Context: an optimization exercise on an open-source flow, tuned for small area, a short achievable clock period and few clock cycles. The choices shown serve that exercise and are no tape-out recipe. Where RTL was checked, it was by simulation tests only, not by an equivalence proof against the original. For runs 2 to 8, only the layout was checked, not whether the RTL still works.

--- flow/design.v ---
`timescale 1ns / 1ps
module EUCLIDs_GCD #(parameter N = 32)(
    input [N-1:0] a,
    input [N-1:0] b,
    input clk, 
    input rst,
    input start,
    output reg [N-1:0] out,
    output reg done
);
    reg [N-1:0] temp_a, temp_b;
    reg [1:0] ps, ns;
    parameter idle = 2'b00,
              compare = 2'b01,
              finish = 2'b10;
    always @(posedge clk or posedge rst) begin
        if (rst) begin
            ps <= idle;
            temp_a <= 0;
            temp_b <= 0;
            out <= 0;
            done <= 1'b0;
        end else begin
            ps <= ns;
            done <= 1'b0;
            if (ps == idle) begin
                temp_a <= a;
                temp_b <= b;
            end else if (ps == compare) begin
                if (temp_a > temp_b) begin
                    temp_a <= temp_a - temp_b;
                end else if (temp_a < temp_b) begin
                    temp_b <= temp_b - temp_a;
                end
            end else if (ps == finish) begin
                out <= (temp_a == 0) ? temp_b : temp_a;
                done <= 1'b1;
            end
        end
    end
    always @(*) begin
        case (ps)
            idle: ns = start ? compare : idle;
            compare: ns = ((temp_a == temp_b) || (temp_a == 0) || (temp_b == 0)) ? finish : compare;
            finish: ns = idle;
            default: ns = idle;
        endcase
    end
endmodule
--- flow/config.mk ---
export PLATFORM = sky130hd
export DESIGN_NAME = EUCLIDs_GCD
export DESIGN_NICKNAME = EUCLIDs_GCD
export VERILOG_FILES = /design/flow/design.v
export SDC_FILE = /design/flow/constraint.sdc
export NUM_CORES = 4
export LEC_CHECK = 0
export CAP_MARGIN = 20
export CORE_MARGIN = 2
export CORE_UTILIZATION = 40
export SLEW_MARGIN = 20
--- flow/run.sh ---
#!/bin/bash
# synth_recipe.tcl (not shown) runs the flow's synth.tcl, then flattens the netlist and writes it again
# the make line also repeats each setting of config.mk as NAME=value (left out here)
make -C /OpenROAD-flow-scripts/flow DESIGN_CONFIG=/design/flow/config.mk WORK_HOME=/design/flow/orfs CLKGATE_MAP_FILE= SYNTH_SCRIPT=/design/flow/synth_recipe.tcl finish
--- flow/constraint.sdc ---
create_clock -name core_clock -period 6.0 [get_ports {clk}]
set_input_delay 1.2000 -clock core_clock [delete_from_list [all_inputs] [get_ports {clk}]]
set_output_delay 1.2000 -clock core_clock [all_outputs]
set_load 0.01 [all_outputs]
==> impl_metrics.env, run 1 <==
export IMPL_antenna_cells=0
export IMPL_finalHoldViolCount=0
export IMPL_synth_top_cell_by_area="dfrtp_1"
export IMPL_final_nets=1194
export IMPL_ys_seq_elements=99
export IMPL_final_layout_size_suffix_gt1_frac=0.0487
export IMPL_ff2ff_setup_slack_ns=2.10
export IMPL_fin_skew_ns=0.0114
export IMPL_clock_latency_ns=0.37
export IMPL_synth_top_flop_cell="dfrtp_1"
export IMPL_rsz0062_at_grt="false"
export IMPL_track_usage=0.260
export IMPL_drtAntennaViolNets=0
export IMPL_routedWlPerCell_um=20.7
export IMPL_syn_num_nets=1143
export IMPL_clk_pin_slew_ns=0.07
export IMPL_setup_slack_ns=2.10
export IMPL_start_kind="register"
export IMPL_critPathKind="reg -> reg"
export IMPL_crit_fanout=32
export IMPL_grt_pass1_wl_um=43300
export IMPL_vias_per_cell=5.76
export IMPL_initial_utilization=0.410
export IMPL_hold_buffers=0
export IMPL_drt_pass1_iterations=5
export IMPL_fin_crit_ns=3.90
export IMPL_yosysMostFrequentCell="a21oi_1"
export IMPL_synthesis_area_mm2=0.00804
export IMPL_design_die_area_mm2=0.0212
export IMPL_fin_crit_sh=0.649
export IMPL_synth_edff_count=0
export IMPL_overflow=0
export IMPL_clkSinkCount=99
export IMPL_drc=0
export IMPL_slew_viol_final=0
export IMPL_cts_root_buf="clkbuf_16"
export IMPL_core_area_mm2=0.0196
export IMPL_ys_seq_area_frac=0.308
export IMPL_synth_cells=1011
export IMPL_yosys_top_cells_count="a21oi_1, nand2_1, dfrtp_1, o21ai_0, inv_1"
export IMPL_synthTopCellsByArea="dfrtp_1, ha_1, a21oi_1, nand2_1, o21ai_0"
export IMPL_relSlewSlack=0.313
export IMPL_ys_types=73
export IMPL_ys_async_sr_fraction=1.00
export IMPL_cts_tree="done"
export IMPL_wl_um=27600
export IMPL_die_h_um=146
export IMPL_drt_iter0_drc=689
export IMPL_synth_top_area_share=0.308
export IMPL_io_buffers=99
export IMPL_worstReg2RegStart="temp_a[17]"
export IMPL_syn_to_final_growth_pct=16.8
export IMPL_cp_startpoint="temp_a[17]"
export IMPL_dp_slack_ns=2.13
export IMPL_crit_arrival_ns=4.10
export IMPL_htree_levels=3
export IMPL_boundaryPins=100
export IMPL_hold_class="reg -> reg"
export IMPL_setup_violations=0
export IMPL_critPathRequiredTime_ns=6.20
export IMPL_cts_buffers=9
export IMPL_cp_endpoint="temp_a[16]"
export IMPL_worstReg2RegEnd="temp_a[16]"
export IMPL_tightest_slew_ns=1.03
export IMPL_r2r_cells=11
export IMPL_worst_setup_path_end_kind="register"
export IMPL_dpl_hpwl_um=20900
export IMPL_first_global_vias=7383
export IMPL_yosysWarnings=1
export IMPL_post_cts_setup_buffer_count=0
export IMPL_antenna_found_initial=0
export IMPL_status="timing/DRC/antenna clean"
export IMPL_fp_row_count=51
export IMPL_vias=7667
export IMPL_fmax_mhz=257
export IMPL_gp_congestion=0.940
export IMPL_syn_avg_cell_area_um2=7.95
export IMPL_clk_path_buf_depth=2
export IMPL_chipWidth_um=146
export IMPL_grt_max_degree=66
export IMPL_cap_violations=0
export IMPL_ctsResizeCount=0
export IMPL_setup_tns_ns=0
area by class of cell:
type	instances	area (um^2)
fill	1968	10200
timing repair buffer	103	1020
clock buffer	10	239
clock inverter	6	57.6
inverter	75	284
tap	265	332
sequential	99	2480
multi-input combinational	774	4980
kinds of logic after synthesis:
family / count (synthesis) / synth area share
buf+inv: 138 / 0.0746
compound gates: 372 / 0.285
fa+ha+maj: 65 / 0.103
mux: 5 / 0.00623
xor+xnor: 55 / 0.0599
flops: 99 / 0.308
simple gates: 277 / 0.163
worst min path at each step:
| stage | to | start | slack [ns] | cells after the start |
|---|---|---|---|---|
| 2_1_floorplan | out[0] | out[0] | 0.52 | 2 |
| 3_3_place_gp | out[21] | out[21] | 0.46 | 2 |
| 3_5_place_dp | out[19] | out[19] | 0.47 | 2 |
| 4_1_cts | out[19] | out[19] | 0.49 | 2 |
| 5_1_grt | out[0] | out[0] | 0.51 | 2 |
| 6_report | out[11] | out[11] | 0.48 | 2 |
routing by layer:
layer  global-route usage  up-vias  share of wire
li1                     -     3673              -
met1                0.388     3669           0.48
met2                0.381      294           0.43
met3               0.0458       31          0.069
met4               0.0784        0          0.020
met5                    0        -              0
sequential cells by signal, summed over array words and instances, names as in the netlist:
| signal | flops |
|---|---|
| out | 32 |
| done | 1 |
| ps | 2 |
| temp_b | 32 |
| temp_a | 32 |
metrics by stage:
stage	std cells	hold WS (ns)	util	area (um^2)
after floorplan	1011	0.516	-	8040
after global placement	1316	0.460	0.464	9090
after detailed placement	1316	0.471	0.464	9090
after CTS	1332	0.487	0.479	9390
after global routing	1332	0.507	0.479	9390
final	1332	0.480	0.479	9390
critical path, cell delays in order, from the launching register on:
cell and delay (ns):
dfrtp_1 0.47, inv_1 0.07, ha_1 0.59, nand4_2 0.29
nor4_4 0.43, and3_1 0.27, nor3b_1 0.10, a22oi_4 0.55
buf_4 0.47, nor3_1 0.08, mux2i_1 0.26, o311ai_1 0.14
cell usage in the layout, fill, tap and decap left out, types with 10 or more instances in the layout:
cell type	synthesis	final
nor2_1	59	57
o211ai_1	10	10
a21o_1	18	18
o21ai_0	90	90
nand4_1	19	19
nor3_1	16	16
inv_1	75	74
nand2_1	120	120
xnor2_1	29	29
ha_1	63	63
dfrtp_1	99	99
xor2_1	26	26
o21bai_1	12	12
clkdlybuf4s50_1	0	99
a21oi_1	133	133
nor4_1	19	19
o21ai_1	32	32
Testbench counts, summed over its fixed seeds: cycles 265,731.
==> run 2: changes to the inputs <==
==> flow/design.v (replaced) <==
`timescale 1ns / 1ps
module EUCLIDs_GCD #(parameter N = 32)(
    input [N-1:0] a,
    input [N-1:0] b,
    input clk,
    input rst,
    input start,
    output [N-1:0] out,
    output reg done
);
    reg [N-1:0] u, v;
    reg [4:0] k;
    reg run, fin;
    assign out = u;
    wire term  = (v == 0) || (u == v);
    wire ue    = ~u[0];
    wire ve    = ~v[0];
    wire strip = ue & ve;
    wire swp0  = ue & ~ve;           
    wire [N-1:0] x = swp0 ? {N{1'b0}} : v;
    wire [N-1:0] y = ve   ? {N{1'b0}} : u;
    wire [N:0]   d1 = {1'b0, x} - {1'b0, y};
    wire         neg = d1[N];
    wire [N-1:0] d2 = y - x;
    wire [N-1:0] m  = neg ? d2 : d1[N-1:0];
    wire [2:0]   z  = x[3:1] ^ y[3:1];
    wire [N-1:0] vn = (strip | z[0]) ? {1'b0, m[N-1:1]} :
                      z[1]           ? {2'b0, m[N-1:2]} :
                                       {3'b0, m[N-1:3]};
    wire fin_now = (run & term) | fin;
    wire k_low = (k[4:1] == 4'd0);
    always @(posedge clk or posedge rst) begin
        if (rst) begin
            run  <= 1'b0;
            fin  <= 1'b0;
            done <= 1'b0;
        end else begin
            done <= 1'b0;
            if (fin_now) begin
                run <= 1'b0;
                fin <= ~k_low;
                done <= k_low;
            end else if (!run) begin
                run <= start;
            end
        end
    end
    always @(posedge clk) begin
        if (fin_now) begin
            if (k != 5'd0) begin
                u <= {u[N-2:0], 1'b0};
                k <= k - 5'd1;
            end
        end else if (run) begin
            v <= vn;
            if (neg | swp0)
                u <= v;
            else if (strip)
                u <= {1'b0, u[N-1:1]};
            if (strip)
                k <= k + 5'd1;
        end else begin
            u <= a;
            v <= b;
            k <= 5'd0;
        end
    end
endmodule
==> run 2 against run 1 <==
  * Via count increased by 13%
  * Sequential share of layout area decreased by 5.2 points
  * Design area increased by 7.8%
  * Utilization decreased by 1.2 points
  * Critical endpoint is now u[14]
  * Highest routed layer unchanged
==> impl_metrics.env, run 2 <==
export IMPL_synth_top_cell_by_area="edfxtp_1"
export IMPL_yosys_top_cells_count="nand2_1, inv_1, a21oi_1, edfxtp_1, ha_1"
export IMPL_design_area_mm2=0.0101
export IMPL_drtAntennaViolNets=0
export IMPL_io_buffers=99
export IMPL_dp_slack_ns=1.19
export IMPL_dpl_hpwl_um=24900
export IMPL_fp_row_count=54
export IMPL_syn_to_final_growth_pct=15.2
export IMPL_rsz0062_at_grt="false"
export IMPL_synth_edff_count=69
export IMPL_final_layout_size_suffix_gt1_frac=0.0517
export IMPL_setup_slack_ns=1.08
export IMPL_fin_crit_ns=4.92
export IMPL_overflow=0
export IMPL_final_nets=1291
export IMPL_critPathRequiredTime_ns=6.08
export IMPL_grt_max_degree=54
export IMPL_layout_commonest_cell="nand2_1"
export IMPL_ctsResizeCount=0
export IMPL_crit_fanout=53
export IMPL_cts_root_buf="clkbuf_16"
export IMPL_first_global_vias=8305
export IMPL_multi_input_area_mm2=0.00583
export IMPL_drc=0
export IMPL_design_die_area_mm2=0.0232
export IMPL_chipWidth_um=152
export IMPL_die_h_um=152
export IMPL_final_cell_mix="nand2_1, inv_1, clkdlybuf4s50_1"
export IMPL_fmax_mhz=203
export IMPL_clock_latency_ns=0.35
export IMPL_n_fill_cell=2188
export IMPL_grt_pass1_wl_um=48500
export IMPL_fin_cells=1441
export IMPL_cts_buffers=9
export IMPL_ys_types=84
export IMPL_synth_cells=1104
export IMPL_r2r_cells=15
export IMPL_setup_tns_ns=0
export IMPL_reg_top3="u (32), v (32), k (5)"
export IMPL_wl_um=31900
export IMPL_hold_class="reg -> reg"
export IMPL_synthTopCellsByArea="edfxtp_1, ha_1, nand2_1, inv_1, xnor2_1"
export IMPL_drt_iter0_drc=836
export IMPL_initial_utilization=0.405
export IMPL_clk_path_buf_depth=2
export IMPL_cts_tree="done"
export IMPL_critPathKind="reg -> reg"
export IMPL_clkSinkCount=72
export IMPL_ys_seq_elements=72
export IMPL_fin_crit_sh=0.820
export IMPL_synth_top_flop_cell="edfxtp_1"
export IMPL_status="timing/DRC/antenna clean"
export IMPL_dpl_cell_area_mm2=0.00986
export IMPL_gp_congestion=0.906
export IMPL_setup_violations=0
export IMPL_yosysWarnings=1
export IMPL_relSlewSlack=0.277
export IMPL_htree_levels=3
export IMPL_drt_pass1_iterations=5
export IMPL_routedWlPerCell_um=22.2
export IMPL_synth_top_area_share=0.236
export IMPL_hold_buffers=0
export IMPL_hold_depth=2
export IMPL_antenna_found_initial=0
export IMPL_cap_violations=0
export IMPL_crit_arrival_ns=5.00
export IMPL_yosysMostFrequentCell="nand2_1"
export IMPL_antenna_cells=0
export IMPL_tightest_slew_ns=1.08
export IMPL_ys_seq_area_frac=0.244
export IMPL_post_cts_setup_buffer_count=0
export IMPL_boundaryPins=100
export IMPL_syn_num_nets=1239
export IMPL_ys_async_sr_fraction=0.0417
export IMPL_finalHoldViolCount=0
export IMPL_seq_area_mm2=0.00215
export IMPL_dp_cells=1425
export IMPL_fin_skew_ns=0.00990
export IMPL_vias=8679
export IMPL_slew_viol_final=0
export IMPL_start_kind="register"
export IMPL_vias_per_cell=6.02
export IMPL_clk_pin_slew_ns=0.06
export IMPL_track_usage=0.268
export IMPL_worst_setup_path_end_kind="register"
export IMPL_core_area_mm2=0.0217
export IMPL_syn_avg_cell_area_um2=7.96
export IMPL_synthesis_area_mm2=0.00879
-- run 2: area by class of cell --
cell class | instances | share of cell area
Clock buffer | 11 | 0.0230
Multi-Input combinational cell | 845 | 0.576
Tap cell | 280 | 0.0346
Timing Repair Buffer | 113 | 0.108
Inverter | 115 | 0.0426
Sequential cell | 72 | 0.212
Clock inverter | 5 | 0.00321
-- run 2: path summary, 6_finish.rpt --
path                       start    end  slack, ns
max                         u[0]  u[14]       1.08
min                          fin   k[0]       0.61
max reg2reg                 u[0]  u[14]       1.08
min reg2reg                  fin   k[0]       0.61
max in group asynchronous    rst    run       4.83
min in group asynchronous    rst    run       1.02
-- run 2: logic make-up (layout without fill, tap and decap cells) --
group,after synthesis,count (layout),share of synthesized area
adder cells (fa/ha/maj),68,68,0.0985
other,2,2,0.000854
multiplexers,36,36,0.0416
XOR/XNOR,63,63,0.0628
AO/OA/AOI/OAI,367,367,0.284
AND/OR/NAND/NOR,309,309,0.176
buffers and inverters,187,244,0.0924
flip-flops,72,72,0.244
-- run 2: stage by stage --
step	hold slack [ns]	utilization
4_1_cts	0.616	0.467
2_1_floorplan	0.542	-
3_5_place_dp	0.578	0.455
3_3_place_gp	0.578	0.455
6_report	0.608	0.467
5_1_grt	0.701	0.467
-- run 2: worst max-delay path: stages (launching register included) --
cell	delay, ns
edfxtp_1	0.38
inv_1	0.12
ha_1	0.16
buf_4	0.35
nor2b_1	0.12
ha_1	0.61
nand4_2	0.25
nor3_2	0.31
o211ai_1	0.27
and4b_1	0.38
or3_2	0.93
buf_4	0.34
nand2_1	0.07
o211ai_1	0.09
o211ai_1	0.14
o21ai_1	0.09
-- run 2: per-layer routing --
| metal | share of wire | track usage | wire length [um] |
|---|---|---|---|
| met5 | 0 | 0 | 0 |
| met4 | 0.037 | 0.110 | 1190 |
| met3 | 0.069 | 0.0387 | 2210 |
| met2 | 0.43 | 0.397 | 13800 |
| met1 | 0.46 | 0.389 | 14800 |
==> run 3: changes to the inputs <==
--- a/flow/design.v
+++ b/flow/design.v
@@ -19,10 +19,32 @@
     wire swp0  = ue & ~ve;           
     wire [N-1:0] x = swp0 ? {N{1'b0}} : v;
     wire [N-1:0] y = ve   ? {N{1'b0}} : u;
-    wire [N:0]   d1 = {1'b0, x} - {1'b0, y};
-    wire         neg = d1[N];
-    wire [N-1:0] d2 = y - x;
-    wire [N-1:0] m  = neg ? d2 : d1[N-1:0];
+    wire [N-1:0] p = x ^ ~y;
+    wire [N-1:0] g = x & ~y;
+    wire [N-1:0] G, P;
+    localparam L = $clog2(N);
+    wire [N-1:0] gl [0:L];
+    wire [N-1:0] pl [0:L];
+    assign gl[0] = g;
+    assign pl[0] = p;
+    genvar lv, i;
+    generate for (lv = 0; lv < L; lv = lv + 1) begin : lvl
+        for (i = 0; i < N; i = i + 1) begin : bit_
+            if ((i >> lv) & 1) begin : op
+                assign gl[lv+1][i] = gl[lv][i] | (pl[lv][i] & gl[lv][((i >> lv) << lv) - 1]);
+                assign pl[lv+1][i] = pl[lv][i] & pl[lv][((i >> lv) << lv) - 1];
+            end else begin : pass
+                assign gl[lv+1][i] = gl[lv][i];
+                assign pl[lv+1][i] = pl[lv][i];
+            end
+        end
+    end endgenerate
+    assign G = gl[L];
+    assign P = pl[L];
+    wire [N:0] c1 = {G | P, 1'b1};
+    wire [N:0] c0 = {G, 1'b0};
+    wire neg = ~c1[N];
+    wire [N-1:0] m = neg ? ~(p ^ c0[N-1:0]) : (p ^ c1[N-1:0]);
     wire [2:0]   z  = x[3:1] ^ y[3:1];
     wire [N-1:0] vn = (strip | z[0]) ? {1'b0, m[N-1:1]} :
                       z[1]           ? {2'b0, m[N-1:2]} :
--- a/flow/config.mk
+++ b/flow/config.mk
@@ -8,4 +8,5 @@
 export CAP_MARGIN = 20
 export CORE_MARGIN = 2
 export CORE_UTILIZATION = 40
+export SETUP_SLACK_MARGIN = 2.5
 export SLEW_MARGIN = 20
==> run 3 against run 2 <==
  * Sequential share of layout area down 0.88 points
  * Global-route usage up 2.1 points
  * Maximum frequency is 24% higher
  * Clock-buffer cell count is 2 lower
  * Critical path type unchanged
  * Still clean
  * Worst hold slack better by 0.033 ns
  * Cell count down 11%
  * First-iteration DRC count is 8.0% higher
  * Routed wire length down 6.8%
  * Synthesized area decreased by 15%
  * Design area up 4.3%
==> impl_metrics.env, run 3 <==
export IMPL_io_buffers=99
export IMPL_start_kind="register"
export IMPL_drt_pass1_iterations=5
export IMPL_cp_startpoint="v[0]"
export IMPL_track_usage=0.288
export IMPL_cap_violations=0
export IMPL_final_cell_mix="nand2_1, clkdlybuf4s50_1, nor2_1"
export IMPL_die_h_um=141
export IMPL_fp_row_count=50
export IMPL_seq_area_mm2=0.00215
export IMPL_holdWs_ns=0.640
export IMPL_synth_top_cell_by_area="edfxtp_1"
export IMPL_syn_num_nets=1028
export IMPL_fmax_mhz=253
export IMPL_hold_class="reg -> reg"
export IMPL_first_global_vias=7444
export IMPL_worstReg2RegEnd="v[18]"
export IMPL_worst_setup_path_end_kind="register"
export IMPL_chipWidth_um=141
export IMPL_synthTopCellsByArea="edfxtp_1, nand2_1, ha_1, xnor2_1, nor2_1"
export IMPL_core_area_mm2=0.0186
export IMPL_synth_top_area_share=0.276
export IMPL_cts_root_buf="clkbuf_16"
export IMPL_crit_fanout=7
export IMPL_clk_pin_slew_ns=0.07
export IMPL_cp_endpoint="v[18]"
export IMPL_setup_tns_ns=0
export IMPL_relSlewSlack=0.341
export IMPL_syn_to_final_growth_pct=40.7
export IMPL_final_layout_size_suffix_gt1_frac=0.226
export IMPL_initial_utilization=0.404
export IMPL_critPathRequiredTime_ns=6.10
export IMPL_critPathKind="reg -> reg"
export IMPL_design_die_area_mm2=0.0199
export IMPL_htree_levels=3
export IMPL_synth_cells=916
export IMPL_antenna_found_initial=0
export IMPL_setup_violations=0
export IMPL_rsz0062_at_grt="true"
export IMPL_grt_max_degree=71
export IMPL_syn_avg_cell_area_um2=8.20
export IMPL_hp_start="k[4]"
export IMPL_clkSinkCount=72
export IMPL_layout_commonest_cell="nand2_1"
export IMPL_tightest_slew_ns=0.985
export IMPL_overflow=0
export IMPL_finalHoldViolCount=0
export IMPL_drtAntennaViolNets=0
export IMPL_grt_pass1_wl_um=43800
export IMPL_synth_top_flop_cell="edfxtp_1"
export IMPL_r2r_cells=16
export IMPL_ys_seq_area_frac=0.286
export IMPL_yosys_top_cells_count="nand2_1, nor2_1, edfxtp_1, xnor2_1, a21oi_1"
export IMPL_status="timing/DRC/antenna clean"
export IMPL_yosysMostFrequentCell="nand2_1"
export IMPL_gp_congestion=0.938
export IMPL_drt_iter0_drc=903
export IMPL_yosysWarnings=1
export IMPL_worstReg2RegStart="v[0]"
export IMPL_ff2ff_setup_slack_ns=2.04
export IMPL_dp_slack_ns=0.930
export IMPL_cts_tree="done"
export IMPL_clock_latency_ns=0.35
export IMPL_fin_skew_ns=0.00991
export IMPL_setup_slack_ns=2.04
export IMPL_synthesis_area_mm2=0.00751
export IMPL_reg_top3="u (32), v (32), k (5)"
export IMPL_final_nets=1153
export IMPL_crit_arrival_ns=4.06
export IMPL_cts_buffers=9
export IMPL_ys_seq_elements=72
export IMPL_routedWlPerCell_um=23.3
export IMPL_wl_um=29800
export IMPL_fin_crit_ns=3.96
export IMPL_antenna_cells=0
export IMPL_multi_input_area_mm2=0.00587
export IMPL_clk_path_buf_depth=2
export IMPL_ys_types=67
export IMPL_n_fill_cell=1701
export IMPL_ys_async_sr_fraction=0.0417
export IMPL_slew_viol_final=0
export IMPL_dpl_hpwl_um=19400
export IMPL_vias_per_cell=6.25
export IMPL_synth_edff_count=69
export IMPL_vias=7993
export IMPL_drc=0
export IMPL_boundaryPins=100
export IMPL_fin_crit_sh=0.659
==> run 3: cells by family after synthesis <==
| kind of cell | count (synthesis) | synth area share |
|---|---|---|
| AOI/OAI and AO/OA | 253 | 0.244 |
| xor gates and xnor gates | 72 | 0.0840 |
| adders and majority gates | 45 | 0.0800 |
| buffers and inverters | 94 | 0.0533 |
| DFF | 72 | 0.286 |
| muxes | 29 | 0.0393 |
| and+or+nand+nor | 351 | 0.213 |
==> run 3: worst min path at each step <==
stage | to | slack [ns] | cells after the start
CTS | fin | 0.64 | 2
global route | fin | 0.67 | 2
global placement | fin | 0.60 | 2
finish | fin | 0.64 | 2
floorplan | fin | 0.56 | 2
detailed placement | fin | 0.62 | 2
==> run 3: through the flow <==
step	cells	area [um^2]	utilization
floorplan	916	7700	-
global placement	1202	8740	0.471
detailed placement	1202	8740	0.471
CTS	1262	9930	0.534
global route	1279	10600	0.569
finish	1279	10600	0.569
==> run 3: per-layer routing <==
layer  global-route usage  part of all wire  vias up
met5                    0                 0        -
met4                0.115             0.033        0
met3               0.0431             0.092       66
met2                0.436              0.45      466
met1                0.414              0.42     3846
li1                     -                 -     3615
==> run 3: cell type report <==
class,instances,share of cell area
multi-input cells,753,0.556
flip-flops and latches,72,0.203
repair buffers,169,0.168
well taps,234,0.0277
clock buffers,9,0.0213
inverters,34,0.0129
clock inverters,6,0.0103
repair inverters,2,0.00118
==> run 3: timing repair <==
action                                  CTS  global route
endpoints found under the setup margin  131            97
gates cloned                              7             2
buffers inserted                         38            15
pin swaps                                26            37
hold buffers                              0             0
gates resized for setup                  86           107
endpoints found under the hold margin     0             0
==> run 3: critical path: stages (launching register included) <==
cell and delay [ns]:
edfxtp_1 0.43, buf_6 0.15, ha_4 0.20, buf_8 0.16, nor2b_4 0.12, inv_2 0.04
fa_2 0.38, nand2b_4 0.17, a311oi_4 0.35, o21bai_4 0.11, a211oi_4 0.28, o21a_4 0.22
buf_6 0.13, mux2_4 0.31, xnor2_2 0.14, a22o_1 0.23, a221o_1 0.27
==> run 4: changes to the inputs <==
--- a/flow/design.v
+++ b/flow/design.v
@@ -12,7 +12,7 @@
     reg [4:0] k;
     reg run, fin;
     assign out = u;
-    wire term  = (v == 0) || (u == v);
+    wire term  = (v == 0);
     wire ue    = ~u[0];
     wire ve    = ~v[0];
     wire strip = ue & ve;
==> run 4 against run 3 <==
  * Still clean
  * Critical path depth rose by 1
  * Utilization rose by 1.8 points
  * Cell count fell by 9.5%
  * First-iteration DRC count fell by 4.7%
  * Synthesized area fell by 6.7%
==> impl_metrics.env, run 4 <==
export IMPL_fin_crit_ns=3.88
export IMPL_first_global_vias=6872
export IMPL_drc=0
export IMPL_worstReg2RegStart="u[0]"
export IMPL_final_layout_size_suffix_gt1_frac=0.223
export IMPL_yosysWarnings=1
export IMPL_fin_skew_ns=0.00716
export IMPL_ys_seq_elements=72
export IMPL_grt_max_degree=51
export IMPL_ys_seq_area_frac=0.307
export IMPL_worstReg2RegEnd="v[17]"
export IMPL_gp_congestion=0.918
export IMPL_fmax_mhz=258
export IMPL_final_cell_mix="clkdlybuf4s50_1, nor2_1, nand2_1"
export IMPL_relSlewSlack=0.375
export IMPL_synth_cells=796
export IMPL_io_buffers=99
export IMPL_dpl_hpwl_um=17400
export IMPL_core_area_mm2=0.0172
export IMPL_crit_fanout=6
export IMPL_htree_levels=3
export IMPL_vias=7233
export IMPL_drt_pass1_iterations=5
export IMPL_setup_violations=0
export IMPL_syn_avg_cell_area_um2=8.80
export IMPL_r2r_cells=17
export IMPL_critPathKind="reg -> reg"
export IMPL_status="timing/DRC/antenna clean"
export IMPL_holdWs_ns=0.630
export IMPL_grt_pass1_wl_um=40300
export IMPL_clk_path_buf_depth=2
export IMPL_seq_area_mm2=0.00215
export IMPL_clk_pin_slew_ns=0.07
export IMPL_multi_input_area_mm2=0.00533
export IMPL_syn_to_final_growth_pct=43.8
export IMPL_drt_iter0_drc=861
export IMPL_post_route_util=0.586
export IMPL_slew_viol_final=0
export IMPL_yosysMostFrequentCell="nor2_1"
export IMPL_n_fill_cell=1479
export IMPL_layout_commonest_cell="clkdlybuf4s50_1"
export IMPL_synthTopCellsByArea="edfxtp_1, mux2i_1, ha_1, a21o_1, nor2_1"
export IMPL_reg_top3="u (32), v (32), k (5)"
export IMPL_die_h_um=136
export IMPL_start_kind="register"
export IMPL_wl_um=27000
export IMPL_fp_row_count=48
export IMPL_design_die_area_mm2=0.0186
export IMPL_critPathRequiredTime_ns=6.10
export IMPL_antenna_found_initial=0
export IMPL_setup_tns_ns=0
export IMPL_cp_endpoint="v[17]"
export IMPL_yosys_top_cells_count="nor2_1, nand2_1, edfxtp_1, mux2i_1, a21o_1"
export IMPL_clock_latency_ns=0.35
export IMPL_synth_top_flop_cell="edfxtp_1"
export IMPL_cts_buffers=9
export IMPL_vias_per_cell=6.25
export IMPL_drtAntennaViolNets=0
export IMPL_cp_startpoint="u[0]"
export IMPL_synth_top_area_share=0.296
export IMPL_hold_class="reg -> reg"
export IMPL_crit_arrival_ns=3.98
export IMPL_boundaryPins=100
export IMPL_cts_root_buf="clkbuf_16"
export IMPL_syn_num_nets=904
export IMPL_initial_utilization=0.408
export IMPL_ys_async_sr_fraction=0.0417
export IMPL_ff2ff_setup_slack_ns=2.12
export IMPL_fin_crit_sh=0.647
export IMPL_final_nets=1036
export IMPL_ys_types=66
export IMPL_cap_violations=0
export IMPL_finalHoldViolCount=0
export IMPL_synthesis_area_mm2=0.00700
export IMPL_synth_top_cell_by_area="edfxtp_1"
export IMPL_track_usage=0.283
export IMPL_overflow=0
export IMPL_synth_edff_count=69
export IMPL_clkSinkCount=72
export IMPL_tightest_slew_ns=0.934
export IMPL_hold_buffers=0
export IMPL_rsz0062_at_grt="true"
export IMPL_routedWlPerCell_um=23.3
export IMPL_cts_tree="done"
export IMPL_chipWidth_um=136
export IMPL_antenna_cells=0
export IMPL_worst_setup_path_end_kind="register"
==> run 4: changes by cell type after synthesis, moves of 10 or more <==
cell      previous run  this run
a211oi_1             7        30
a311oi_1            31         1
a31oi_1              2        12
and2_1               3        35
buf_2               17         5
mux2i_1             25        63
nand2_1            141        74
nor2b_1             35         2
o21ai_0             31        17
xnor2_1             52        27
xor2_1              20         8
==> run 4: cell type report <==
cell class,count,share of cell area
inverter,32,0.0122
multi-input combinational,644,0.529
tap,225,0.0280
clock buffer,9,0.0224
sequential,72,0.214
clock inverter,7,0.00696
timing repair buffer,169,0.188
==> run 4: metrics by stage <==
| stage | area (um^2) | std cells | setup slack [ns] |
|---|---|---|---|
| 5_1_grt | 10100 | 1158 | 1.99 |
| 2_1_floorplan | 7110 | 796 | 2.13 |
| 4_1_cts | 9640 | 1143 | 2.22 |
| 3_5_place_dp | 8160 | 1077 | 0.866 |
| 6_report | 10100 | 1158 | 2.12 |
| 3_3_place_gp | 8160 | 1077 | 1.04 |
==> run 4: cell families (layout without fill, tap and decap cells) <==
group / count (synthesis) / count (layout) / synth area share
compound gates: 248 / 251 / 0.254
xor+xnor: 37 / 37 / 0.0484
fa+ha+maj: 41 / 41 / 0.0786
buf+inv: 85 / 217 / 0.0545
flops: 72 / 72 / 0.307
mux: 65 / 65 / 0.0933
simple gates: 248 / 250 / 0.164
==> run 4: critical path, stage by stage (launching register included) <==
cell and delay (ns):
edfxtp_1 0.45, buf_4 0.20, and2_1 0.17, ha_1 0.20
inv_2 0.07, fa_2 0.23, a21boi_4 0.20, o21ai_2 0.08
a21o_1 0.20, a21o_4 0.25, a221oi_4 0.30, buf_12 0.19
buf_12 0.11, buf_16 0.13, mux2i_1 0.23, xnor2_1 0.22
o22ai_1 0.14, a211o_1 0.25
==> run 4: worst min path at each step <==
| stage | cells after the start | slack (ns) | end | from |
|---|---|---|---|---|
| after floorplan | 2 | 0.54 | k[0] | fin |
| after global placement | 1 | 0.61 | k[0] | k[0] |
| after detailed placement | 1 | 0.62 | u[14] | u[13] |
| after CTS | 1 | 0.63 | u[14] | u[13] |
| after global routing | 1 | 0.64 | k[0] | k[0] |
| final | 1 | 0.63 | k[0] | k[0] |
==> run 4: per-layer routing <==
metal | GRT usage | share of wire
met5 | 0 | 0
met4 | 0.0642 | 0.019
met3 | 0.0354 | 0.092
met2 | 0.451 | 0.46
met1 | 0.410 | 0.43
==> run 4: repair_timing <==
action                     CTS  global route
cloned                      12             4
pin swaps                   41            24
setup endpoints to repair   95           133
hold endpoints to repair     0             0
setup buffers               38            11
gates resized for setup    126            47
==> run 5: changes to the inputs <==
--- a/flow/design.v
+++ b/flow/design.v
@@ -12,7 +12,6 @@
     reg [4:0] k;
     reg run, fin;
     assign out = u;
-    wire term  = (v == 0);
     wire ue    = ~u[0];
     wire ve    = ~v[0];
     wire strip = ue & ve;
@@ -44,6 +43,7 @@
     wire [N:0] c1 = {G | P, 1'b1};
     wire [N:0] c0 = {G, 1'b0};
     wire neg = ~c1[N];
+    wire term = P[N-1] & ~swp0;
     wire [N-1:0] m = neg ? ~(p ^ c0[N-1:0]) : (p ^ c1[N-1:0]);
     wire [2:0]   z  = x[3:1] ^ y[3:1];
     wire [N-1:0] vn = (strip | z[0]) ? {1'b0, m[N-1:1]} :
--- a/flow/config.mk
+++ b/flow/config.mk
@@ -8,5 +8,5 @@
 export CAP_MARGIN = 20
 export CORE_MARGIN = 2
 export CORE_UTILIZATION = 40
-export SETUP_SLACK_MARGIN = 2.5
+export SETUP_SLACK_MARGIN = 2.0
 export SLEW_MARGIN = 20
==> run 5 against run 4 <==
  * Worst hold slack worse by 0.013 ns
  * Critical path depth shrank 2
  * Non-clock buffer count increased by 4
  * Die area down 0.99%
  * Flip-flop and latch count stayed put
  * Worst setup slack got worse by 0.19 ns
  * Routed wire length fell by 7.5%
  * Maximum frequency down 4.6%
  * Utilization fell by 2.8 points
  * Synthesized cell count rose by 0.75%
  * Design area fell by 5.2%
==> impl_metrics.env, run 5 <==
export IMPL_status="timing/DRC/antenna clean"
export IMPL_final_nets=1038
export IMPL_n_fill_cell=1532
export IMPL_crit_arrival_ns=4.16
export IMPL_cp_buffers_inverters=3
export IMPL_synth_top_flop_cell="edfxtp_1"
export IMPL_die_h_um=136
export IMPL_crit_fanout=8
export IMPL_cts_tree="done"
export IMPL_ff2ff_setup_slack_ns=1.93
export IMPL_routedWlPerCell_um=21.5
export IMPL_reg_top3="u (32), v (32), k (5)"
export IMPL_cp_startpoint="u[0]"
export IMPL_clk_pin_slew_ns=0.06
export IMPL_fp_row_count=48
export IMPL_gp_congestion=0.958
export IMPL_overflow=0
export IMPL_core_area_mm2=0.0171
export IMPL_ys_seq_area_frac=0.310
export IMPL_setup_slack_ns=1.93
export IMPL_synthesis_area_mm2=0.00693
export IMPL_r2r_cells=15
export IMPL_clock_latency_ns=0.35
export IMPL_synth_top_cell_by_area="edfxtp_1"
export IMPL_final_layout_size_suffix_gt1_frac=0.198
export IMPL_clkSinkCount=72
export IMPL_crit_family="compound AO/OA/AOI/OAI gates"
export IMPL_boundaryPins=100
export IMPL_slew_viol_final=0
export IMPL_drc=0
export IMPL_chipWidth_um=136
export IMPL_critPathRequiredTime_ns=6.09
export IMPL_ys_types=65
export IMPL_vias_per_cell=5.98
export IMPL_syn_num_nets=910
export IMPL_dp_slack_ns=0.876
export IMPL_setup_tns_ns=0
export IMPL_clk_path_buf_depth=2
export IMPL_dpl_cell_area_mm2=0.00811
export IMPL_first_global_vias=6722
export IMPL_post_route_util=0.558
export IMPL_synth_edff_count=69
export IMPL_critPathKind="reg -> reg"
export IMPL_worst_setup_path_end_kind="register"
export IMPL_drtAntennaViolNets=0
export IMPL_grt_max_degree=55
export IMPL_rsz0062_at_grt="true"
export IMPL_layout_commonest_cell="clkdlybuf4s50_1"
export IMPL_drt_iter0_drc=795
export IMPL_ys_seq_elements=72
export IMPL_hold_class="reg -> reg"
export IMPL_syn_to_final_growth_pct=37.7
export IMPL_yosysWarnings=1
export IMPL_setup_violations=0
export IMPL_cp_common_cell="buf_6"
export IMPL_fin_crit_sh=0.678
export IMPL_drt_pass1_iterations=5
export IMPL_fmax_mhz=246
export IMPL_cts_root_buf="clkbuf_16"
export IMPL_seq_area_mm2=0.00215
export IMPL_synth_cells=802
export IMPL_tightest_slew_ns=1.09
export IMPL_worstReg2RegStart="u[0]"
export IMPL_start_kind="register"
export IMPL_ys_async_sr_fraction=0.0417
export IMPL_relSlewSlack=0.268
export IMPL_synthTopCellsByArea="edfxtp_1, mux2i_1, ha_1, a21oi_1, a21o_1"
export IMPL_cpMaxStageDelayCell="edfxtp_1"
export IMPL_antenna_found_initial=1
export IMPL_design_area_mm2=0.00955
export IMPL_synth_top_area_share=0.299
export IMPL_cap_violations=0
export IMPL_crit_cells=15
export IMPL_hold_depth=2
export IMPL_design_die_area_mm2=0.0184
export IMPL_fin_crit_ns=4.07
export IMPL_fin_skew_ns=0.0104
export IMPL_hold_buffers=0
export IMPL_htree_levels=3
export IMPL_dpl_hpwl_um=15200
export IMPL_wl_um=25000
export IMPL_cts_buffers=9
export IMPL_vias=6935
export IMPL_initial_utilization=0.405
export IMPL_path_cells="buf_6 -> buf_6 -> nand2b_4 -> and2_4 -> ha_4 -> and3_4 -> a2111o_1 -> o31a_1 -> o21a_2 -> a21o_4 -> buf_12 -> mux2_4 -> a21oi_2 -> nor2_1 -> o32a_1"
export IMPL_final_cell_mix="clkdlybuf4s50_1, nand2_1, edfxtp_1"
export IMPL_antenna_cells=0
export IMPL_grt_pass1_wl_um=36600
export IMPL_multi_input_area_mm2=0.00503
export IMPL_yosysMostFrequentCell="nand2_1"
export IMPL_track_usage=0.257
export IMPL_yosys_top_cells_count="nand2_1, edfxtp_1, a21oi_1, o21ai_0, mux2i_1"
export IMPL_hp_start="k[4]"
export IMPL_io_buffers=99
export IMPL_finalHoldViolCount=0
export IMPL_worst_path_largest_cell_delay_ns=0.46
export IMPL_syn_avg_cell_area_um2=8.64
==> run 5: kinds of logic (layout without fill, tap and decap cells) <==
family / Yosys count / count (layout) / synth area share
AO/OA/AOI/OAI: 280 / 281 / 0.271
multiplexers: 55 / 55 / 0.0805
flip-flops: 72 / 72 / 0.310
XOR/XNOR: 37 / 37 / 0.0468
buffers and inverters: 89 / 216 / 0.0531
adder cells (fa/ha/maj): 41 / 41 / 0.0794
AND/OR/NAND/NOR: 228 / 233 / 0.159
==> run 5: final timing paths <==
kind / to
max reg2reg: v[3]
max in group asynchronous: run
min reg2reg: fin
min in group asynchronous: run
min: fin
max: v[3]
==> run 5: per-layer routing <==
metal	routed length [um]	part of all wire	track usage	vias to the layer above
met1	11100	0.45	0.354	3349
li1	-	-	-	3232
met2	11400	0.46	0.400	295
met5	0	0	0	-
met4	813	0.033	0.105	0
met3	1630	0.065	0.0426	59
==> run 5: layout make-up <==
type / count / share of cell area
well taps: 225 / 0.0295
flip-flops and latches: 72 / 0.225
inverters: 27 / 0.0114
clock buffers: 9 / 0.0236
multi-input cells: 647 / 0.527
repair buffers: 173 / 0.177
clock inverters: 7 / 0.00655
==> run 5: timing repair <==
| action | CTS | global route |
|---|---|---|
| setup endpoints to repair | 136 | 106 |
| setup buffers | 31 | 30 |
| pin swaps | 19 | 37 |
| gates resized for setup | 44 | 63 |
| cloned | 5 | 3 |
==> run 5: metrics by stage <==
step | std cells | hold slack [ns]
floorplan | 802 | 0.524
global route | 1160 | 0.642
CTS | 1127 | 0.622
global placement | 1075 | 0.573
detailed placement | 1075 | 0.587
finish | 1160 | 0.616
==> run 5: tightest hold or removal path, delay by kind of cell, from the launching register on <==
family        cells  cell delay (ns)
simple gates      2             0.17
flops             1             0.41
==> run 6: changes to the inputs <==
--- a/flow/config.mk
+++ b/flow/config.mk
@@ -8,5 +8,5 @@
 export CAP_MARGIN = 20
 export CORE_MARGIN = 2
 export CORE_UTILIZATION = 40
-export SETUP_SLACK_MARGIN = 2.0
+export SETUP_SLACK_MARGIN = 3.0
 export SLEW_MARGIN = 20
==> run 6 against run 5 <==
  * Global-route usage up 4.8 points
  * Routed wire length increased by 17%
  * Sequential share of layout area down 3.0 points
  * Die area is the same
  * Critical path depth unchanged
  * Clock skew decreased by 0.0041 ns
  * Flip-flop and latch count did not move
  * Synthesized cell count unchanged
==> impl_metrics.env, run 6 <==
export IMPL_hold_class="reg -> reg"
export IMPL_n_fill_cell=1331
export IMPL_syn_num_nets=910
export IMPL_grt_max_degree=47
export IMPL_start_kind="register"
export IMPL_clk_path_buf_depth=2
export IMPL_design_die_area_mm2=0.0184
export IMPL_htree_levels=3
export IMPL_status="timing/DRC/antenna clean"
export IMPL_ys_types=65
export IMPL_synthesis_area_mm2=0.00693
export IMPL_yosys_top_cells_count="nand2_1, edfxtp_1, a21oi_1, o21ai_0, mux2i_1"
export IMPL_overflow=0
export IMPL_worst_setup_path_end_kind="register"
export IMPL_vias=7722
export IMPL_grt_pass1_wl_um=42600
export IMPL_routedWlPerCell_um=23.7
export IMPL_fin_crit_ns=3.92
export IMPL_gp_congestion=0.879
export IMPL_io_buffers=99
export IMPL_fin_crit_sh=0.654
export IMPL_clock_latency_ns=0.36
export IMPL_dpl_hpwl_um=15700
export IMPL_first_global_vias=7447
export IMPL_setup_violations=0
export IMPL_clkSinkCount=72
export IMPL_post_route_util=0.644
export IMPL_synthTopCellsByArea="edfxtp_1, mux2i_1, ha_1, a21oi_1, a21o_1"
export IMPL_hold_buffers=0
export IMPL_synth_top_area_share=0.299
export IMPL_ys_seq_elements=72
export IMPL_drc=0
export IMPL_antenna_cells=0
export IMPL_track_usage=0.304
export IMPL_fin_skew_ns=0.00631
export IMPL_drt_pass1_iterations=6
export IMPL_critPathRequiredTime_ns=6.11
export IMPL_vias_per_cell=6.28
export IMPL_layout_commonest_cell="clkdlybuf4s50_1"
export IMPL_final_nets=1108
export IMPL_reg_top3="u (32), v (32), k (5)"
export IMPL_ys_seq_area_frac=0.310
export IMPL_tightest_slew_ns=1.10
export IMPL_cts_root_buf="clkbuf_16"
export IMPL_cts_buffers=9
export IMPL_synth_cells=802
export IMPL_syn_to_final_growth_pct=59.0
export IMPL_synth_top_flop_cell="edfxtp_1"
export IMPL_yosysMostFrequentCell="nand2_1"
export IMPL_final_layout_size_suffix_gt1_frac=0.314
export IMPL_drt_iter0_drc=884
export IMPL_dpl_cell_area_mm2=0.00816
export IMPL_boundaryPins=100
export IMPL_initial_utilization=0.405
export IMPL_setup_tns_ns=0
export IMPL_design_area_mm2=0.0110
export IMPL_relSlewSlack=0.265
export IMPL_cap_violations=0
export IMPL_fmax_mhz=255
export IMPL_syn_avg_cell_area_um2=8.64
export IMPL_final_cell_mix="clkdlybuf4s50_1, buf_4, nand2_1"
export IMPL_finalHoldViolCount=0
export IMPL_clk_pin_slew_ns=0.06
export IMPL_drtAntennaViolNets=0
export IMPL_synth_top_cell_by_area="edfxtp_1"
export IMPL_synth_edff_count=69
export IMPL_yosysWarnings=1
export IMPL_chipWidth_um=136
export IMPL_holdWs_ns=0.620
export IMPL_crit_arrival_ns=4.04
export IMPL_ys_async_sr_fraction=0.0417
export IMPL_fp_row_count=48
export IMPL_antenna_found_initial=0
export IMPL_rsz0062_at_grt="true"
export IMPL_critPathKind="reg -> reg"
export IMPL_cts_tree="done"
export IMPL_crit_fanout=4
export IMPL_die_h_um=136
export IMPL_slew_viol_final=0
export IMPL_core_area_mm2=0.0171
export IMPL_wl_um=29200
[run 6: path summary, 6_finish.rpt]
kind / start / endpoint / slack, ns / depth (start not counted)
max: u[0] / v[14] / 2.08 / 15
min reg2reg: u[4] / u[5] / 0.62 / 1
max reg2reg: u[0] / v[14] / 2.08 / 15
min: u[4] / u[5] / 0.62 / 1
max in group asynchronous: rst / run / 4.86 / 2
min in group asynchronous: rst / done / 1.00 / 2
[run 6: cells by family (layout without fill, tap and decap cells)]
family | Yosys count | count (layout) | share of synthesized area
buf+inv | 89 | 286 | 0.0531
xor+xnor | 37 | 37 | 0.0468
fa+ha+maj | 41 | 41 | 0.0794
flops | 72 | 72 | 0.310
compound gates | 280 | 281 | 0.271
mux | 55 | 55 | 0.0805
simple gates | 228 | 233 | 0.159
[run 6: final cells by class]
type                       count  area, um^2  area share
multi-input combinational    647        5560       0.505
timing repair buffer         243        2610       0.237
sequential                    72        2150       0.195
tap                          225         282      0.0255
clock buffer                  10         229      0.0208
inverter                      27         130      0.0118
clock inverter                 6        60.1     0.00545
[run 6: per-layer routing]
metal  wire length, um  vias to the layer above  GRT usage
met5                 0                        -          0
met4              1360                        0      0.138
met3              2550                       94     0.0464
met2             13600                      489      0.495
met1             11600                     3742      0.400
li1                  -                     3397          -
[run 6: what timing repair did]
action	in CTS	in global routing
gates cloned	14	1
resized for setup	153	100
setup endpoints to repair	139	139
pin swaps	58	45
setup buffers	92	32
[run 6: worst max-delay path: stages, from the launching register on]
cell	delay, ns
edfxtp_1	0.49
nand2b_4	0.24
and2_4	0.18
ha_4	0.22
and3_4	0.16
a2111o_1	0.44
o31a_1	0.31
nand4b_4	0.23
buf_12	0.16
a21oi_4	0.17
buf_6	0.15
buf_6	0.12
mux2i_2	0.25
xnor2_2	0.18
nor2_1	0.07
a221o_1	0.28
[run 6: metrics by stage]
step           instances  worst slack, ns
6_report            1230             2.08
5_1_grt             1230             1.99
4_1_cts             1197             2.22
3_5_place_dp        1075            0.826
3_3_place_gp        1075             1.00
2_1_floorplan        802             1.86
==> run 7: changes to the inputs <==
--- a/flow/design.v
+++ b/flow/design.v
@@ -14,13 +14,12 @@
     assign out = u;
     wire ue    = ~u[0];
     wire ve    = ~v[0];
-    wire strip = ue & ve;
+    wire strip = ue & ve;            
     wire swp0  = ue & ~ve;           
     wire [N-1:0] x = swp0 ? {N{1'b0}} : v;
     wire [N-1:0] y = ve   ? {N{1'b0}} : u;
     wire [N-1:0] p = x ^ ~y;
     wire [N-1:0] g = x & ~y;
-    wire [N-1:0] G, P;
     localparam L = $clog2(N);
     wire [N-1:0] gl [0:L];
     wire [N-1:0] pl [0:L];
@@ -28,7 +27,7 @@
     assign pl[0] = p;
     genvar lv, i;
     generate for (lv = 0; lv < L; lv = lv + 1) begin : lvl
-        for (i = 0; i < N; i = i + 1) begin : bit_
+        for (i = 0; i < N; i = i + 1) begin : bt
             if ((i >> lv) & 1) begin : op
                 assign gl[lv+1][i] = gl[lv][i] | (pl[lv][i] & gl[lv][((i >> lv) << lv) - 1]);
                 assign pl[lv+1][i] = pl[lv][i] & pl[lv][((i >> lv) << lv) - 1];
@@ -38,17 +37,27 @@
             end
         end
     end endgenerate
-    assign G = gl[L];
-    assign P = pl[L];
+    wire [N-1:0] G = gl[L];
+    wire [N-1:0] P = pl[L];
     wire [N:0] c1 = {G | P, 1'b1};
     wire [N:0] c0 = {G, 1'b0};
     wire neg = ~c1[N];
     wire term = P[N-1] & ~swp0;
-    wire [N-1:0] m = neg ? ~(p ^ c0[N-1:0]) : (p ^ c1[N-1:0]);
-    wire [2:0]   z  = x[3:1] ^ y[3:1];
-    wire [N-1:0] vn = (strip | z[0]) ? {1'b0, m[N-1:1]} :
-                      z[1]           ? {2'b0, m[N-1:2]} :
-                                       {3'b0, m[N-1:3]};
+    wire [N-1:0] dp = p ^ c1[N-1:0];         
+    wire [N-1:0] dn = ~(p ^ c0[N-1:0]);      
+    wire [3:0] z = x[4:1] ^ y[4:1];
+    wire s1 = strip | z[0];
+    wire s2 = ~s1 & z[1];
+    wire s3 = ~s1 & ~z[1] & z[2];
+    wire s4 = ~s1 & ~z[1] & ~z[2];
+    function [N-1:0] shr;
+        input [N-1:0] m;
+        input t1, t2, t3, t4;
+        shr = ({N{t1}} & {1'b0, m[N-1:1]}) | ({N{t2}} & {2'b0, m[N-1:2]}) |
+              ({N{t3}} & {3'b0, m[N-1:3]}) | ({N{t4}} & {4'b0, m[N-1:4]});
+    endfunction
+    wire [N-1:0] m  = neg ? dn : dp;
+    wire [N-1:0] vn = shr(m, s1, s2, s3, s4);
     wire fin_now = (run & term) | fin;
     wire k_low = (k[4:1] == 4'd0);
     always @(posedge clk or posedge rst) begin
@@ -68,13 +77,13 @@
         end
     end
     always @(posedge clk) begin
+        v <= (run | fin) ? vn : b;
         if (fin_now) begin
             if (k != 5'd0) begin
                 u <= {u[N-2:0], 1'b0};
                 k <= k - 5'd1;
             end
         end else if (run) begin
-            v <= vn;
             if (neg | swp0)
                 u <= v;
             else if (strip)
@@ -83,7 +92,6 @@
                 k <= k + 5'd1;
         end else begin
             u <= a;
-            v <= b;
             k <= 5'd0;
         end
     end
--- a/flow/config.mk
+++ b/flow/config.mk
@@ -8,5 +8,5 @@
 export CAP_MARGIN = 20
 export CORE_MARGIN = 2
 export CORE_UTILIZATION = 40
-export SETUP_SLACK_MARGIN = 3.0
+export SETUP_SLACK_MARGIN = 2.0
 export SLEW_MARGIN = 20
==> run 7 against run 6 <==
  * Critical path type unchanged
  * First-iteration DRC count shrank 19%
  * Flip-flop and latch count is the same
  * Still clean
  * Sequential share of layout area shrank 1.9 points
  * Non-clock buffer count shrank 56
  * Critical path depth grew 1
==> impl_metrics.env, run 7 <==
export IMPL_hold_class="reg -> reg"
export IMPL_clock_latency_ns=0.35
export IMPL_yosys_top_cells_count="nor2_1, nand2_1, mux2i_1, clkbuf_1"
export IMPL_routedWlPerCell_um=23.3
export IMPL_tightest_slew_ns=0.840
export IMPL_design_die_area_mm2=0.0188
export IMPL_cts_tree="done"
export IMPL_crit_arrival_ns=4.37
export IMPL_antenna_cells=0
export IMPL_dpl_hpwl_um=16900
export IMPL_fin_skew_ns=0.00773
export IMPL_antenna_found_initial=0
export IMPL_fin_crit_ns=4.13
export IMPL_layout_commonest_cell="clkdlybuf4s50_1"
export IMPL_cts_buffers=9
export IMPL_finalHoldViolCount=0
export IMPL_ys_seq_area_frac=0.258
export IMPL_vias=7661
export IMPL_final_layout_size_suffix_gt1_frac=0.256
export IMPL_final_cell_mix="clkdlybuf4s50_1, nor2_1, nand2_1"
export IMPL_fmax_mhz=242
export IMPL_hold_buffers=0
export IMPL_dpl_cell_area_mm2=0.00836
export IMPL_synth_edff_count=37
export IMPL_gp_congestion=0.896
export IMPL_synth_top_cell_by_area="edfxtp_1"
export IMPL_initial_utilization=0.409
export IMPL_cap_violations=0
export IMPL_synth_cells=862
export IMPL_core_area_mm2=0.0173
export IMPL_syn_num_nets=970
export IMPL_chipWidth_um=137
export IMPL_grt_pass1_wl_um=39700
export IMPL_synth_top_area_share=0.157
export IMPL_grt_max_degree=69
export IMPL_syn_avg_cell_area_um2=8.21
export IMPL_ys_types=70
export IMPL_synthTopCellsByArea="edfxtp_1, dfxtp_1, mux2i_1, ha_1, nor2_1"
export IMPL_holdWs_ns=0.619
export IMPL_hold_depth=2
export IMPL_critPathRequiredTime_ns=6.24
export IMPL_wl_um=28700
export IMPL_vias_per_cell=6.22
export IMPL_syn_to_final_growth_pct=46.8
export IMPL_clk_path_buf_depth=2
export IMPL_fp_row_count=48
export IMPL_setup_violations=0
export IMPL_r2r_cells=16
export IMPL_die_h_um=137
export IMPL_status="timing/DRC/antenna clean"
export IMPL_worst_setup_path_end_kind="register"
export IMPL_htree_levels=3
export IMPL_yosysWarnings=1
export IMPL_first_global_vias=7267
export IMPL_setup_tns_ns=0
export IMPL_rsz0062_at_grt="true"
export IMPL_drt_iter0_drc=718
export IMPL_fin_crit_sh=0.689
export IMPL_design_area_mm2=0.0104
export IMPL_clk_pin_slew_ns=0.06
export IMPL_slew_viol_final=0
export IMPL_synthesis_area_mm2=0.00708
export IMPL_drtAntennaViolNets=0
export IMPL_critPathKind="reg -> reg"
export IMPL_final_nets=1109
export IMPL_overflow=0
export IMPL_relSlewSlack=0.438
export IMPL_boundaryPins=100
export IMPL_io_buffers=99
export IMPL_start_kind="register"
export IMPL_ys_async_sr_fraction=0.0417
export IMPL_synth_top_flop_cell="edfxtp_1"
export IMPL_drt_pass1_iterations=6
export IMPL_cts_root_buf="clkbuf_16"
export IMPL_clkSinkCount=72
export IMPL_track_usage=0.276
export IMPL_ys_seq_elements=72
export IMPL_reg_top3="u (32), v (32), k (5)"
export IMPL_crit_fanout=8
export IMPL_yosysMostFrequentCell="nor2_1"
export IMPL_drc=0
## run 7: logic make-up (layout without fill, tap and decap cells)
group	count (synthesis)	after routing	synth area share
fa+ha+maj	41	41	0.0767
xor+xnor	39	39	0.0493
compound gates	282	284	0.288
simple gates	274	277	0.182
mux	62	62	0.0894
buf+inv	92	231	0.0571
flops	72	72	0.258
## run 7: area by class of cell
type / count / area, um^2
Clock inverter: 3 / 17.5
Multi-Input combinational cell: 703 / 5990
Fill cell: 1514 / 6910
Inverter: 28 / 110
Tap cell: 225 / 282
Timing Repair Buffer: 187 / 1910
Clock buffer: 13 / 250
Sequential cell: 72 / 1830
## run 7: worst paths after layout
path	to	from	slack, ns
worst max-delay path	v[5]	u[0]	1.87
worst min-delay path	u[31]	v[31]	0.62
worst max register to register	v[5]	u[0]	1.87
worst min register to register	u[31]	v[31]	0.62
max in group asynchronous	run	rst	4.83
min in group asynchronous	done	rst	1.02
## run 7: critical path, stage by stage, from the launching register on
cell and delay (ns):
edfxtp_1 0.44, nand2b_4 0.22, buf_12 0.17, buf_8 0.14, and2_4 0.14, ha_4 0.31
nand4_1 0.15, nor3_2 0.28, nand4_1 0.27, or3_4 0.46, o41ai_4 0.09, a211o_4 0.23
buf_12 0.17, mux2i_4 0.31, xor2_4 0.13, a221o_1 0.36, o22a_1 0.16
## run 7: through the flow
step,utilization,std cells,worst slack [ns]
floorplan,-,862,1.96
global placement,0.483,1137,1.32
detailed placement,0.483,1137,1.29
CTS,0.534,1188,1.93
global route,0.601,1231,1.75
finish,0.601,1231,1.87
## run 7: metal layers
layer,track usage,wire (um)
met1,0.355,11800
met2,0.440,13100
met4,0.136,1460
met5,0,0
met3,0.0544,2300
## run 7: what timing repair did
action,in CTS,in global routing
setup buffers,30,38
endpoints found under the setup margin,101,94
gates cloned,5,5
resized for setup,52,138
pin swaps,19,73
==> run 8: changes to the inputs <==
--- a/flow/design.v
+++ b/flow/design.v
@@ -56,8 +56,9 @@
         shr = ({N{t1}} & {1'b0, m[N-1:1]}) | ({N{t2}} & {2'b0, m[N-1:2]}) |
               ({N{t3}} & {3'b0, m[N-1:3]}) | ({N{t4}} & {4'b0, m[N-1:4]});
     endfunction
-    wire [N-1:0] m  = neg ? dn : dp;
-    wire [N-1:0] vn = shr(m, s1, s2, s3, s4);
+    wire [N-1:0] vp = shr(dp, s1, s2, s3, s4);
+    wire [N-1:0] vq = shr(dn, s1, s2, s3, s4);
+    wire [N-1:0] vn = neg ? vq : vp;
     wire fin_now = (run & term) | fin;
     wire k_low = (k[4:1] == 4'd0);
     always @(posedge clk or posedge rst) begin
==> run 8 against run 7 <==
  * Largest cell class unchanged
  * Worst hold slack got worse by 0.029 ns
  * Synthesized cell count is 20% higher
  * Die area rose by 12%
==> impl_metrics.env, run 8 <==
export IMPL_yosysMostFrequentCell="nand2_1"
export IMPL_ys_seq_elements=72
export IMPL_ys_types=96
export IMPL_drt_pass1_iterations=8
export IMPL_status="timing/DRC/antenna clean"
export IMPL_worst_path_largest_cell_delay_ns=0.45
export IMPL_final_cell_mix="nand2_1, clkdlybuf4s50_1, o21ai_0"
export IMPL_vias=9113
export IMPL_clk_pin_slew_ns=0.07
export IMPL_synth_top_flop_cell="edfxtp_1"
export IMPL_syn_num_nets=1144
export IMPL_holdWs_ns=0.590
export IMPL_cts_buffers=9
export IMPL_gp_congestion=0.956
export IMPL_yosys_top_cells_count="nand2_1, o21ai_0, nor2_1, a21oi_1, clkbuf_1"
export IMPL_synth_edff_count=37
export IMPL_reg_top3="u (32), v (32), k (5)"
export IMPL_critPathRequiredTime_ns=6.21
export IMPL_fin_skew_ns=0.0203
export IMPL_drtAntennaViolNets=0
export IMPL_synth_top_area_share=0.140
export IMPL_dpl_cell_area_mm2=0.00919
export IMPL_htree_levels=3
export IMPL_finalHoldViolCount=0
export IMPL_overflow=0
export IMPL_setup_violations=0
export IMPL_hold_buffers=0
export IMPL_dpl_hpwl_um=21400
export IMPL_crit_arrival_ns=4.16
export IMPL_post_route_util=0.528
export IMPL_synthesis_area_mm2=0.00795
export IMPL_drt_iter0_drc=1110
export IMPL_routedWlPerCell_um=23.4
export IMPL_drc=0
export IMPL_boundaryPins=100
export IMPL_synthTopCellsByArea="edfxtp_1, dfxtp_1, nand2_1, ha_1, o21ai_0"
export IMPL_rsz0062_at_grt="true"
export IMPL_yosysWarnings=1
export IMPL_clkSinkCount=72
export IMPL_chipWidth_um=145
export IMPL_cts_tree="done"
export IMPL_cts_root_buf="clkbuf_16"
export IMPL_synth_cells=1036
export IMPL_antenna_found_initial=2
export IMPL_vias_per_cell=6.50
export IMPL_initial_utilization=0.408
export IMPL_final_nets=1241
export IMPL_grt_max_degree=61
export IMPL_critPathKind="reg -> reg"
export IMPL_wl_um=32800
export IMPL_synth_top_cell_by_area="edfxtp_1"
export IMPL_fmax_mhz=253
export IMPL_syn_avg_cell_area_um2=7.67
export IMPL_clock_latency_ns=0.36
export IMPL_tightest_slew_ns=1.00
export IMPL_worst_setup_path_end_kind="register"
export IMPL_cp_common_cell="buf_4"
export IMPL_die_h_um=145
export IMPL_first_global_vias=8468
export IMPL_layout_commonest_cell="nand2_1"
export IMPL_design_die_area_mm2=0.0210
export IMPL_ys_seq_area_frac=0.230
export IMPL_path_cells="buf_4 -> and2_1 -> ha_1 -> fa_2 -> o21a_1 -> nor2_4 -> a211oi_4 -> buf_4 -> o31ai_4 -> nand2_4 -> a21boi_1 -> xor2_1 -> a22o_1 -> nor3_1 -> a221o_1"
export IMPL_clk_path_buf_depth=2
export IMPL_antenna_cells=0
export IMPL_crit_family="compound AO/OA/AOI/OAI gates"
export IMPL_cap_violations=0
export IMPL_fp_row_count=51
export IMPL_crit_fanout=6
export IMPL_io_buffers=99
export IMPL_start_kind="register"
export IMPL_core_area_mm2=0.0195
export IMPL_hold_class="reg -> reg"
export IMPL_grt_pass1_wl_um=49000
export IMPL_ys_async_sr_fraction=0.0417
export IMPL_setup_tns_ns=0
export IMPL_slew_viol_final=0
export IMPL_cpMaxStageDelayCell="edfxtp_1"
export IMPL_fin_crit_ns=3.96
export IMPL_final_layout_size_suffix_gt1_frac=0.165
export IMPL_design_area_mm2=0.0103
export IMPL_cp_buffers_inverters=2
export IMPL_syn_to_final_growth_pct=29.3
export IMPL_relSlewSlack=0.329
export IMPL_fin_crit_sh=0.660
export IMPL_track_usage=0.296
## run 8: changes by cell type after synthesis, moves of 20 or more
cell,previous run,this run
o21ai_0,39,79
a211oi_1,41,21
o22ai_1,11,31
nand2_1,74,156
mux2i_1,56,10
a31oi_1,12,44
nor2_1,89,67
## run 8: tightest hold or removal path: stages, from the launching register on
cell and delay (ns):
edfxtp_1 0.39, nor4_1 0.08, nor2_1 0.08
## run 8: cell type report
| type | count | area, um^2 |
|---|---|---|
| flip-flops and latches | 72 | 1830 |
| clock buffers | 11 | 243 |
| clock inverters | 5 | 55.1 |
| well taps | 265 | 332 |
| inverters | 17 | 63.8 |
| fillers | 1889 | 9190 |
| repair buffers | 155 | 1540 |
| multi-input cells | 878 | 6210 |
## run 8: kinds of logic (layout without fill, tap and decap cells)
logic type	count (synthesis)	after routing	synth area share
adders and majority gates	41	41	0.0683
AOI/OAI and AO/OA	410	412	0.360
xor gates and xnor gates	50	50	0.0580
and+or+nand+nor	360	364	0.217
DFF	72	72	0.230
buffers and inverters	92	188	0.0520
muxes	11	11	0.0140
## run 8: per-layer routing
layer,vias up,track usage,part of all wire
li1,4081,-,-
met1,4355,0.402,0.42
met2,561,0.460,0.44
met3,112,0.0594,0.10
met4,4,0.119,0.038
met5,-,0,0.0012
## run 8: per-stage QoR
step	cells	setup slack (ns)
3_5_place_dp	1340	1.25
5_1_grt	1403	1.94
3_3_place_gp	1340	1.28
2_1_floorplan	1036	1.91
6_report	1403	2.04
4_1_cts	1386	1.99
## run 8: path summary, 6_finish.rpt
check / from / endpoint / slack [ns] / cells past startpoint
setup / recovery: u[0] / v[20] / 2.04 / 15
hold / removal: k[1] / fin / 0.59 / 2
setup reg to reg: u[0] / v[20] / 2.04 / 15
hold reg to reg: k[1] / fin / 0.59 / 2
max in group asynchronous: rst / run / 4.83 / 2
min in group asynchronous: rst / done / 1.03 / 2
## run 8: what timing repair did
item	in CTS	in global routing
pin swaps	15	18
setup endpoints to repair	98	98
resized for setup	23	49
buffers inserted	25	14
cloned	5	3

## afterwards: timing with drivers on the ports
The results above use ideal ports. As a check the final layouts listed here were re-extracted and re-timed, cells and wires unchanged.
Step 1 (the two cells are an assumption about what drives the block):
set clk [get_ports {clk}]
set_driving_cell -lib_cell sky130_fd_sc_hd__clkbuf_16 $clk
set_driving_cell -lib_cell sky130_fd_sc_hd__buf_2 [delete_from_list [all_inputs] $clk]
Step 2 times the ports against the registers' clock, not the clock port: input delays grow and output delays shrink by t, the midpoint of the rising clock arrivals with the driver on.
a / b / c = ideal / step 1 / step 2; a / b = the first two.
| run | t, ns | slack for setup (ns) | hold WS [ns] |
|---|---|---|---|
| run 1 | 0.407 | 2.104 / 2.104 / 2.104 | 0.480 / 0.480 / 0.480 |
| run 2 | 0.387 | 1.078 / 1.078 / 1.078 | 0.608 / 0.608 / 0.608 |
| run 3 | 0.389 | 2.044 / 2.044 / 2.044 | 0.640 / 0.640 / 0.640 |
| run 4 | 0.380 | 2.118 / 2.118 / 2.118 | 0.630 / 0.630 / 0.630 |
| run 5 | 0.394 | 1.930 / 1.930 / 1.930 | 0.616 / 0.616 / 0.616 |
| run 6 | 0.401 | 2.075 / 2.075 / 2.075 | 0.620 / 0.620 / 0.620 |
| run 7 | 0.390 | 1.869 / 1.869 / 1.869 | 0.619 / 0.619 / 0.619 |
| run 8 | 0.400 | 2.041 / 2.041 / 2.041 | 0.590 / 0.590 / 0.590 |
After both steps setup and hold are still met in every run listed.
